Background: an optimization exercise with open tools, aiming at small area. Do not read the settings as production practice. The RTL was checked by simulation tests, not by an equivalence proof against the original design.

==> build 22: inputs <==
==> flow/design.v (excerpt) <==
module Cordic(clk,rst,phase_step,xin,yin,xout,yout);
input clk;
input rst;
input signed [31:0] phase_step;
input signed [15:0] xin,yin;
output signed [21:0] xout,yout;
reg [31:0] phase_acc;
wire [31:0] ap_s;
wire ap_c1;
FA ap_f0 (.a(phase_acc[0]), .b(phase_step[0]), .c(1'b0), .s(ap_s[0]), .co(ap_c1));
wire ap_c2;
FA ap_f1 (.a(phase_acc[1]), .b(phase_step[1]), .c(ap_c1), .s(ap_s[1]), .co(ap_c2));
wire ap_c3;
FA ap_f2 (.a(phase_acc[2]), .b(phase_step[2]), .c(ap_c2), .s(ap_s[2]), .co(ap_c3));
wire ap_c4;
FA ap_f3 (.a(phase_acc[3]), .b(phase_step[3]), .c(ap_c3), .s(ap_s[3]), .co(ap_c4));
wire ap_c5;
FA ap_f4 (.a(phase_acc[4]), .b(phase_step[4]), .c(ap_c4), .s(ap_s[4]), .co(ap_c5));
wire ap_z5;
wire ap_k6;
HA ap_h5 (.a(phase_acc[5]), .b(phase_step[5]), .s(ap_z5), .co(ap_k6));
wire ap_u6;
HA ap_hi5 (.a(ap_z5), .b(ap_c5), .s(ap_s[5]), .co(ap_u6));
wire ap_z6;
wire ap_k7;
FA ap_f6 (.a(phase_acc[6]), .b(phase_step[6]), .c(ap_k6), .s(ap_z6), .co(ap_k7));
wire ap_T6 = ap_z5;
wire ap_u7;
HA ap_hi6 (.a(ap_z6), .b(ap_u6), .s(ap_s[6]), .co(ap_u7));
wire ap_z7;
wire ap_k8;
FA ap_f7 (.a(phase_acc[7]), .b(phase_step[7]), .c(ap_k7), .s(ap_z7), .co(ap_k8));
wire ap_T7 = ap_T6 & ap_z6;
XO ap_x7 (.a(ap_z7), .b(ap_u7), .y(ap_s[7]));
wire ap_z8;
wire ap_k9;
FA ap_f8 (.a(phase_acc[8]), .b(phase_step[8]), .c(ap_k8), .s(ap_z8), .co(ap_k9));
wire ap_T8 = ap_T7 & ap_z7;
wire ap_u8 = ap_c5 & ap_T8;
wire ap_u9;
HA ap_hi8 (.a(ap_z8), .b(ap_u8), .s(ap_s[8]), .co(ap_u9));
wire ap_z9;
wire ap_k10;
FA ap_f9 (.a(phase_acc[9]), .b(phase_step[9]), .c(ap_k9), .s(ap_z9), .co(ap_k10));
wire ap_T9 = ap_T8 & ap_z8;
wire ap_u10;
HA ap_hi9 (.a(ap_z9), .b(ap_u9), .s(ap_s[9]), .co(ap_u10));
wire ap_z10;
wire ap_k11;
FA ap_f10 (.a(phase_acc[10]), .b(phase_step[10]), .c(ap_k10), .s(ap_z10), .co(ap_k11));
wire ap_T10 = ap_T9 & ap_z9;
XO ap_x10 (.a(ap_z10), .b(ap_u10), .y(ap_s[10]));
wire ap_bc1 = ap_k11 | (ap_c5 & ap_z5 & ap_z6 & ap_z7 & ap_z8 & ap_z9 & ap_z10);
wire ap_z11;
wire ap_k12;
HA ap_h11 (.a(phase_acc[11]), .b(phase_step[11]), .s(ap_z11), .co(ap_k12));
wire ap_u12;
HA ap_hi11 (.a(ap_z11), .b(ap_bc1), .s(ap_s[11]), .co(ap_u12));
  ...
export LEC_CHECK = 0
export CAP_MARGIN = 20
export CORE_MARGIN = 2
export CORE_UTILIZATION = 70
export CTS_CLUSTER_DIAMETER = 80
export CTS_CLUSTER_SIZE = 25
export SLEW_MARGIN = 20
export SYNTH_HIERARCHICAL = 1
export SYNTH_MINIMUM_KEEP_SIZE = 0
create_clock -name core_clock -period 5.0 [get_ports {clk}]
run.sh (not shown) runs the stock make flow with config.mk's settings and CLKGATE_MAP_FILE= SYNTH_SCRIPT=/design/flow/synth_recipe.tcl, a recipe that flattens the netlist after the stock synthesis.
==> build 27 (differences from build 22) <==
==> flow/flow/run.sh (new file) <==
#!/bin/bash
# Standard layout, but remove the synthesis buffers at floorplan instead of running the
# floorplan-stage timing repair (which upsizes cells against an unplaced, unbuffered netlist).
set -euo pipefail
bash standard.sh REMOVE_ABC_BUFFERS=1 finish > flow_make.log 2>&1
==> flow/standard.sh (new file) <==
#!/bin/bash
# synth_recipe.tcl (not shown) runs the flow's synth.tcl, then flattens the netlist and writes it again
# the make line also repeats each setting of config.mk as NAME=value (left out here)
make -C /OpenROAD-flow-scripts/flow DESIGN_CONFIG=/design/flow/config.mk WORK_HOME=/design/flow/orfs CLKGATE_MAP_FILE= SYNTH_SCRIPT=/design/flow/synth_recipe.tcl "${@:-finish}"
removed: flow/run.sh
==> build 96 (differences from build 22) <==
- GPL_TIMING_DRIVEN: unset -> 0
==> qor summary <==
Total wirelength of the detailed-routed design: build 22 129.7 mm; build 96 143.8 mm; build 27 129.6 mm
Post-CTS Setup Repair Bufs: build 22 6; build 96 78; build 27 0
Met3 Routed Length: build 22 4.127 mm; build 96 6.537 mm; build 27 4.105 mm
Levels on crit path: build 22 14; build 96 16; build 27 15
Layout cell share with drive strength beyond 1: build 22 9.702%; build 96 12.59%; build 27 7.396%
Global-route wire length before repair: build 22 216.4 mm; build 96 230.8 mm; build 27 215.9 mm
CP endpoint: build 22 Y18[15]; build 96 X6[20]; build 27 Z7[24]
Slew @ Worst Pin: build 22 0.7498 ns; build 96 0.9519 ns; build 27 0.7240 ns
Fmax achieved: build 22 206.7 MHz; build 96 201.7 MHz; build 27 202.3 MHz
Placed wire-length estimate: build 22 103.6 mm; build 96 109.6 mm; build 27 103.6 mm
Status: build 22 no timing/DRC/antenna violations; build 96 no timing/DRC/antenna violations; build 27 no timing/DRC/antenna violations
Final instance count without filler cells: build 22 7397; build 96 7443; build 27 7387
Pre-CTS setup slack: build 22 -0.7412 ns; build 96 -1.208 ns; build 27 -0.8015 ns
GRT met3 Usage: build 22 2.913%; build 96 3.409%; build 27 2.976%
Sequential standard cell area: build 22 28340 sq um; build 96 28340 sq um; build 27 28320 sq um
Detailed Route Iter0 Violations: build 22 1867; build 96 2565; build 27 1831
Clock skew after layout: build 22 0.02106 ns; build 96 0.02426 ns; build 27 0.02080 ns
Metal1 wirelength: build 22 57.25 mm; build 96 62.87 mm; build 27 53.16 mm
Worst R2R Path Depth: build 22 14; build 96 16; build 27 15
Start of the worst register-to-register path: build 22 Z17[14]; build 96 Z5[26]; build 27 Z6[25]

==> re-timing with driven ports <==
How much do the figures lean on ideal ports? The routed layouts below were timed once more, with nothing changed but the port constraints. Step 1 (the two cells are an assumption about what drives the block):
set clk [get_ports {clk}]
set_driving_cell -lib_cell sky130_fd_sc_hd__clkbuf_16 $clk
set_driving_cell -lib_cell sky130_fd_sc_hd__buf_2 [delete_from_list [all_inputs] $clk]
Step 2 also shifts input and output timing later by t, the mid clock arrival at the registers, as if the neighbouring blocks saw the same clock. Slacks: ideal / step 1 / step 2; pairs: ideal / step 1.
run | t (ns) | setup slack, ns | slew at the worst register clock pin (ns)
build 22 | 0.732 | 0.162 / 0.162 / -0.503 | 0.10 / 0.10
build 27 | 0.726 | 0.058 / 0.058 / -0.486 | 0.10 / 0.10
build 96 | 0.726 | 0.041 / 0.041 / -0.466 | 0.11 / 0.11
With both steps, setup timing fails in every run listed, where it was met with ideal ports. For build 22, which loses most, drivers alone change the setup slack by 0.000 ns; drivers and shift together by -0.665 ns.
